This design comes from an exercise in tuning for small area and a short achievable clock period on the open sky130 flow, not from production work.
The RTL was checked by simulation tests, not by an equivalence proof against the original design.
No activity file was given, so power comes from the tool's default toggle rates.

Setup of v6:
==> flow/design.v (excerpt) <==
module riscvsingle(
	clk,
	n_rst,
	PC,
	Instr,
	MemWrite,
	ALUResult,
	WriteData,
	ReadData,
	byte_enable
);
export LEC_CHECK = 0
export CAP_MARGIN = 20
export CORE_MARGIN = 2
export CORE_UTILIZATION = 45
export CTS_CLUSTER_DIAMETER = 150
export CTS_CLUSTER_SIZE = 20
export PLACE_DENSITY = 0.6
export SLEW_MARGIN = 70
create_clock -name core_clock -period 16.5 [get_ports {clk}]
standard.sh (not shown) runs the stock make flow with config.mk's settings and CLKGATE_MAP_FILE= SYNTH_SCRIPT=/design/flow/synth_recipe.tcl, a recipe that flattens the netlist after the stock synthesis.
==> flow/flow/run.sh <==
#!/bin/bash
# The standard layout (the standard.sh, unchanged synthesis and steps),
# with one change: the buffers that ORFS puts on every input and output port
# are buf_2 cells instead of the default choice.
set -euo pipefail
bash standard.sh 'BUFFER_PORTS_ARGS=-buffer_cell sky130_fd_sc_hd__buf_2' finish > orfs_make.log 2>&1
> inputs changed (v6 -> v7)
- a change of PLACE_DENSITY from 0.6 to 0.65
- a change of CORE_UTILIZATION from 45 to 50
[summary]
- Of v6 and v7, the lower worst hold slack belongs to v7.
- Placer congestion estimate, v7 vs v6: up by a few percent
- Relative to v6, actual slew at the worst max-slew pin has gone up in v7.
- Measured against each other, v6 and v7 differ in final period demand of the worst path, the lower figure coming from v6.
- Floorplan die height was higher in v6 than in v7.
- Compared with v6, in v7 fmax shrank by 1.2%, first-pass GRT wire length shrank by about 3.7%, part of the power in the clock network grew by 0.2 points, wire length shrank by about 4.3%.

job 164:
Starting RTL as in the previous note.
export LEC_CHECK = 0
export CAP_MARGIN = 20
export CORE_MARGIN = 2
export CORE_UTILIZATION = 45
export CTS_CLUSTER_DIAMETER = 150
export CTS_CLUSTER_SIZE = 20
export PLACE_DENSITY = 0.6
export SLEW_MARGIN = 75
create_clock -name core_clock -period 16.5 [get_ports {clk}]
Scripts as last shown in full above: flow/flow/run.sh
Job 164 has completed all stages; timing, DRC and antenna checks passed.
Input-level comparison between job 2430 and job 164:
diff --git a/flow/config.mk b/flow/config.mk
--- a/flow/config.mk
+++ b/flow/config.mk
@@ -13,2 +13,2 @@
 export PLACE_DENSITY = 0.6
-export SLEW_MARGIN = 75
+export SLEW_MARGIN = 50
==> notes.md <==
Per the comparison of job 2430 with job 164, die width held steady; clock group share of total power shows an increase of 0.6 points. Measured against each other, job 164 and job 2430 differ in transition time at the pin with the least slew margin, the lower figure coming from job 164. Against job 164, job 2430 comes in about 10% lower on total leakage power. STATUS shortest period the worst path allows: job 2430 loses against job 164. Biggest fanout along the worst timing path: job 164 and job 2430 compared, lower one is job 164. ~same power consumed by sequential cells in job 164 and job 2430. Final critical-path setup slack down 420 ps in job 2430 wrt job 164. Relative to job 164, job 2430 improves overall power after layout. Compared to job 164, the routing of job 2430 uses less wire. When job 2430 is measured against job 164, its count of plain and timing-repair buffers in the layout turns out about 45% lower.
For job 3398, these inputs were changed with respect to job 2430:
diff --git a/flow/config.mk b/flow/config.mk
--- a/flow/config.mk
+++ b/flow/config.mk
@@ -7,3 +7,3 @@
 export LEC_CHECK = 0
-export CAP_MARGIN = 20
+export CAP_MARGIN = 50
 export CORE_MARGIN = 2
Findings:
- Power essentially unchanged between job 3398 and job 2430.
- ~same hold slack in job 3398 and job 2430
- Diff job 2430 -> job 3398: cell area stayed essentially flat; final cell count without fillers stayed essentially flat.
- Job 2430 -> job 3398: number of cells on the worst reg-to-reg path delta 0, exact match
- There was hardly any difference in required time of the critical path between job 2430 and job 3398.
[inputs] job 4131 vs job 3398
diff --git a/flow/config.mk b/flow/config.mk
--- a/flow/config.mk
+++ b/flow/config.mk
@@ -7,8 +7,8 @@
 export LEC_CHECK = 0
-export CAP_MARGIN = 50
+export CAP_MARGIN = 20
 export CORE_MARGIN = 2
-export CORE_UTILIZATION = 45
+export CORE_UTILIZATION = 50
 export CTS_CLUSTER_DIAMETER = 150
 export CTS_CLUSTER_SIZE = 20
-export PLACE_DENSITY = 0.6
-export SLEW_MARGIN = 50
+export PLACE_DENSITY = 0.65
+export SLEW_MARGIN = 60
==> comparison <==
Final cell count went down slightly going from job 3398 to job 4131.
Job 4131 has logic depth of the worst register-to-register path above what job 3398 had.
Relative to job 3398, first-pass GRT wire length decreased by 3.8% in job 4131.
Job 4131: fraction of area in multi-input gates is 0.23 points higher than what job 3398 reported.
Modified inputs, job 5548 compared to job 4131
diff --git a/flow/config.mk b/flow/config.mk
--- a/flow/config.mk
+++ b/flow/config.mk
@@ -9,6 +9,6 @@
 export CORE_MARGIN = 2
-export CORE_UTILIZATION = 50
+export CORE_UTILIZATION = 45
 export CTS_CLUSTER_DIAMETER = 150
 export CTS_CLUSTER_SIZE = 20
-export PLACE_DENSITY = 0.65
-export SLEW_MARGIN = 60
+export PLACE_DENSITY = 0.6
+export SLEW_MARGIN = 20
Notes after the runs:
- Compared with job 4131, in job 5548 maximum number of pins on one net before global-route repair shrank by 2.0%; worst hold slack dropped 24 ps; cell leakage power went down; die area picked up an extra 15000 µm².
- From job 4131 to job 5548 the numbers moved as follows: pre-CTS setup slack down 370 ps, overall power of the completed layout flat, first-pass GRT wire length up 4.0%.
- Job 5548 ran to completion and came out clean on the timing, design-rule and antenna checks.

-- what the ideal ports hide --
The flow's constraints put no driver on any port. The routed layouts listed below were extracted and timed again, unchanged, in two steps. Step 1: set_driving_cell puts a clkbuf_16 on clk and a buf_2 on each other input, an assumption about the parent block. Step 2 times the ports against the registers' clock, not the clock port: input delays grow and output delays shrink by t, the midpoint of the rising clock arrivals with the driver on. Three values: ideal ports, drivers, drivers and shift; two values: the first two.
run	t, ns	setup slack, ns	latest minus earliest clock arrival (ns)
v6	0.823	11.492 / 11.521 / 10.728	0.053 / 0.052
v7	0.812	11.433 / 11.474 / 10.662	0.084 / 0.084
job 164	0.814	11.474 / 11.514 / 10.718	0.044 / 0.043
job 2430	0.820	11.057 / 11.057 / 10.411	0.044 / 0.044
job 3398	0.824	10.965 / 10.965 / 10.398	0.070 / 0.070
job 4131	0.807	11.203 / 11.248 / 10.441	0.034 / 0.034
job 5548	0.820	10.810 / 10.843 / 10.049	0.072 / 0.072
After both steps every run listed still meets setup and hold. For v7, which loses most, drivers alone change the setup slack by +0.041 ns; drivers and shift together by -0.771 ns.
